Source: an optimization exercise on an open RTL-to-GDS flow (aim: small area, a short achievable clock period and few clock cycles per item). Production flows keep margins and buffers that such runs may drop. Function was checked by simulation only, so behaviour that the tests miss may differ from the original. No driver is modelled on the clock port, so clocking that relies on it looks cheaper here than on a real chip.

v2:
// booth_fsm
module booth_fsm
# (parameter DATAWIDTH = 32)
(
  input                        clk,
  input                        rstn,
  input                        en,
  input        [DATAWIDTH-1:0] multiplier,
  input        [DATAWIDTH-1:0] multiplicand,
  output reg                   done,
  output reg [2*DATAWIDTH-1:0] product
);
For scale: ~2900 cells after synthesis.
==> flow/config.mk <==
export PLATFORM = sky130hd
export DESIGN_NAME = booth_fsm
export DESIGN_NICKNAME = booth_fsm
export VERILOG_FILES = /design/flow/design.v
export SDC_FILE = /design/flow/constraint.sdc
export NUM_CORES = 4
export LEC_CHECK = 0
export CAP_MARGIN = 20
export CORE_MARGIN = 2
export CORE_UTILIZATION = 40
export SLEW_MARGIN = 20
export SYNTH_HIERARCHICAL = 1
==> flow/constraint.sdc <==
create_clock -name core_clock -period 6.0 [get_ports {clk}]
set_input_delay 1.2000 -clock core_clock [delete_from_list [all_inputs] [get_ports {clk}]]
set_output_delay 1.2000 -clock core_clock [all_outputs]
set_load 0.01 [all_outputs]
standard.sh (not shown) runs the stock make flow with config.mk's settings and CLKGATE_MAP_FILE= SYNTH_SCRIPT=/design/flow/synth_recipe.tcl, a recipe that flattens the netlist after the stock synthesis.
==> flow/flow/run.sh <==
#!/bin/bash
# Own layout flow: the standard ORFS flow with two changes.
#  - ports are buffered with a plain buffer (buf_2) instead of the delay
#    buffer buffer_ports picks by default; every port still gets a buffer;
#  - before floorplanning, combinational cells that synthesis upsized are set
#    back to their smallest drive strength (registers are left alone); the
#    resizer then upsizes only what timing needs;
#  - before clock tree synthesis the buffers that timing-driven placement
#    added are taken out again (flow/rebuffer.tcl).
set -euo pipefail
here=$(pwd)
export BUFFER_PORTS_ARGS="-buffer_cell sky130_fd_sc_hd__buf_2"
export PRE_FLOORPLAN_TCL="$here/flow/downsize.tcl"
export PRE_CTS_TCL="$here/flow/rebuffer.tcl"
bash standard.sh > "$here/standard.log" 2>&1
==> flow/flow/rebuffer.tcl <==
# Before clock tree synthesis: take out the buffers that timing-driven global
# placement inserted (keeping a buffer on every port), fix only slew, capacitance and fanout again, and
# legalize; the repair after clock tree synthesis then buffers or sizes only
# the paths that need it.
# remove_buffers takes out every buffer, the port buffers too, so the ports
# are buffered again right after, as global placement did.
puts "rebuffer: removing [llength [get_cells -quiet place*]] placement buffers"
remove_buffers
buffer_ports -buffer_cell sky130_fd_sc_hd__buf_2
estimate_parasitics -placement
repair_design -cap_margin $::env(CAP_MARGIN) -slew_margin $::env(SLEW_MARGIN)
detailed_placement
Other scripts of this flow, unchanged in this note and not shown: flow/flow/downsize.tcl
v2 ran to completion and came out clean on the timing, DRC and antenna checks.
Testbench counts of v2, summed over its fixed seeds: cycles 2,048, items 2,048.
Modified inputs, v8 compared to v2
- GPL_TIMING_DRIVEN: unset -> 0
-- flow/flow/rebuffer.tcl --
<<< v2, line 7
>>> v8, line 7
set_dont_use $::env(DONT_USE_CELLS)
[summary]
v8 finished all stages; however, its layout fails the closing checks, the failures being setup timing. Row worst setup margin: v8 lower / v2 higher. v2 → v8: hold slack held steady, flip-flop and latch share of the layout cell area shrank by 0.32 points, number of iterations in the first detailed-routing pass shrank by 1, met1 demand-to-capacity share in global routing grew by 2.0 points. Diff v2..v8 | clock input transition at the sequential cells of the worst setup and hold paths | negligible. The wire length of v8 is higher than that of v2. On cell count, the lower figure sits with v2, not v8.
What v57 does differently from v8 at the input level:
- clearing GPL_TIMING_DRIVEN, which used to be 0
==> flow/flow/rebuffer.tcl <==
# Before clock tree synthesis: take out the buffers that timing-driven global
# placement inserted inside the design (port buffers stay), fix slew,
# capacitance and fanout again, and legalize; the repair after clock tree
# synthesis then buffers or sizes only the paths that need it.
set_dont_use $::env(DONT_USE_CELLS)
# the repair after clock tree synthesis aims for some slack, as routed
# wires come out slower than their placement estimates
set ::env(SETUP_SLACK_MARGIN) 0.45
set n 0
set block [ord::get_db_block]
foreach inst [$block getInsts] {
  if {![string match place* [$inst getName]]} { continue }
  set in_it [$inst findITerm A]
  set out_it [$inst findITerm X]
  if {$in_it eq "NULL" || $out_it eq "NULL"} { continue }
  set in_net [$in_it getNet]
  set out_net [$out_it getNet]
  if {[llength [$out_net getBTerms]] > 0} { continue }
  foreach it [$out_net getITerms] {
    if {[$it getInst] eq $inst} { continue }
    $it disconnect
    $it connect $in_net
  }
  $in_it disconnect
  $out_it disconnect
  odb::dbInst_destroy $inst
  odb::dbNet_destroy $out_net
  incr n
}
puts "rebuffer: removed $n placement buffers"
estimate_parasitics -placement
repair_design -cap_margin $::env(CAP_MARGIN) -slew_margin $::env(SLEW_MARGIN)
detailed_placement
Results
v57 -> v8: largest net degree at the start of global routing delta 0, exact match. v57 did not stop at any stage, and its layout met the timing, DRC and antenna checks. On area after synthesis, v8 tracks v57 almost exactly. [compare] base=v8 new=v57: worst slack at placement picked up an extra 1.36 ns, number of setup violations in the final report saw a decrease, core occupancy in the finished layout decreased by 2.6 points relative to the old numbers, final-layout fill cell count higher, number of cells upsized or downsized after cts has increased. For v8, the launch point of the critical path was multiplier[0], unlike v57, where it was multiplier[1]. The number of global-route vias before repair reported for v57 is smaller than that of v8 by 598. Taking v8 as 1.0, v57 lands at 0.946 on via total after detailed routing.
The following lists how v44 was set up differently from v57:
- GPL_TIMING_DRIVEN now 0, previously not set
-- flow/flow/run.sh --
<<< v57, line 7
#    resizer then upsizes only what timing needs;
#  - before clock tree synthesis the buffers that timing-driven placement
#    added are taken out again (flow/rebuffer.tcl).
>>> v44, line 7
#    resizer then upsizes only what timing needs.
<<< v57, line 14
export PRE_CTS_TCL="$here/flow/rebuffer.tcl"
>>> v44, line 12
removed: flow/flow/rebuffer.tcl
Results
The sole clean run among v44 and v57 is v57. v44 against v57: cell count now larger. Compare v44 and v57 | number of setup violations in the final report lower: v57. Summary: with v57 as the reference, first-pass GRT wire length in v44 moved up slightly. Area of all sequential standard cells: v57 vs v44, no meaningful difference. Looking at v44 and v57, the worst hold slack is a wash. Looking at post-route clock period utilization, v44 sits above v57.
Input changes introduced in v7 (baseline for comparison: v44):
- GPL_TIMING_DRIVEN removed (was 0)
-- flow/flow/run.sh --
<<< v44, line 7
#    resizer then upsizes only what timing needs.
>>> v7, line 7
#    resizer then upsizes only what timing needs;
#  - before clock tree synthesis the buffers that timing-driven placement
#    added are taken out again (flow/rebuffer.tcl).
<<< v44, line 12
>>> v7, line 14
export PRE_CTS_TCL="$here/flow/rebuffer.tcl"
==> flow/flow/rebuffer.tcl (new file) <==
# Before clock tree synthesis: take out the buffers that timing-driven global
# placement inserted inside the design (port buffers stay), fix slew,
# capacitance and fanout again, and legalize; the repair after clock tree
# synthesis then buffers or sizes only the paths that need it.
set_dont_use $::env(DONT_USE_CELLS)
set n 0
set block [ord::get_db_block]
foreach inst [$block getInsts] {
  if {![string match place* [$inst getName]]} { continue }
  set in_it [$inst findITerm A]
  set out_it [$inst findITerm X]
  if {$in_it eq "NULL" || $out_it eq "NULL"} { continue }
  set in_net [$in_it getNet]
  set out_net [$out_it getNet]
  if {[llength [$out_net getBTerms]] > 0} { continue }
  foreach it [$out_net getITerms] {
    if {[$it getInst] eq $inst} { continue }
    $it disconnect
    $it connect $in_net
  }
  $in_it disconnect
  $out_it disconnect
  odb::dbInst_destroy $inst
  odb::dbNet_destroy $out_net
  incr n
}
puts "rebuffer: removed $n placement buffers"
estimate_parasitics -placement
repair_design -cap_margin $::env(CAP_MARGIN) -slew_margin $::env(SLEW_MARGIN)
detailed_placement
Findings:
- The routability-driven placement congestion ratio in v7 was lower than what v44 gave.
- Per the comparison of v7 with v44, final period demand of the worst path saw a decrease; share of cell area taken by flip-flops and latches saw an increase; cell count saw a decrease.
- Having completed the whole flow, v7 delivered a layout that passed the timing, DRC and antenna checks.
Relative to v7, the following input files were edited for v59:
- swapping 20 for 0 in SLEW_MARGIN
- swapping 20 for 0 in CAP_MARGIN
-- flow/flow/run.sh --
<<< v7, line 7
#    resizer then upsizes only what timing needs;
#  - before clock tree synthesis the buffers that timing-driven placement
#    added are taken out again (flow/rebuffer.tcl).
>>> v59, line 7
#    resizer then upsizes only what timing needs.
<<< v7, line 14
export PRE_CTS_TCL="$here/flow/rebuffer.tcl"
>>> v59, line 12
removed: flow/flow/rebuffer.tcl
Results
Changes observed in v59 relative to v7: final design utilization increased 3.0 points; critical path required time went up 0.03 ns; total non-filler cell area in the finished layout increased by 5.9% relative to the old numbers.
In the metrics for v59 and v7, the one carrying the higher global-route usage over all layers is v59.
When the final numbers for v59 and v7 were put side by side, the final wirelength turned out to be greater in v7.
The final layout from v59, which completed every stage, passed the timing, DRC and antenna checks at the end of the flow.
The met1 layer usage reported by global route was comparable across v59 and v7.
Diff v59..v7 | fraction of the cycle the final worst path needs | negligible

## separate check: timing with driven ports
No port has a modelled driver above. Below, the same layouts with a new extraction and two added sets of constraints.
Step 1: set_driving_cell puts a clkbuf_16 on clk and a buf_2 on each other input, an assumption about the parent block.
Step 2 times the ports against the registers' clock, not the clock port: input delays grow and output delays shrink by t, the midpoint of the rising clock arrivals with the driver on.
Slacks: ideal / step 1 / step 2; pairs: ideal / step 1.
run | t, ns | setup slack, ns | worst hold slack (ns) | worst setup path after step 2 | pins driven straight from the clock port
v2 | 0.397 | 0.088 / -0.116 / -0.513 | 0.616 / 0.599 / 0.996 | input to register | 1
v8 | 0.395 | -0.088 / -0.283 / -0.677 | 0.619 / 0.600 / 0.994 | input to register | 1
v57 | 0.397 | 0.234 / -0.003 / -0.400 | 0.617 / 0.598 / 0.995 | input to register | 1
v44 | 0.398 | -0.013 / -0.220 / -0.618 | 0.614 / 0.593 / 0.990 | input to register | 1
v7 | 0.396 | 0.091 / -0.131 / -0.527 | 0.616 / 0.598 / 0.994 | input to register | 1
v59 | 0.398 | 0.099 / -0.035 / -0.433 | 0.614 / 0.595 / 0.994 | input to register | 1
Met with ideal ports but missed after step 2: setup timing in v2, v57, v7 and v59. The setup slack of v57, which loses most, moves by -0.237 ns with the drivers and by -0.634 ns with both steps.
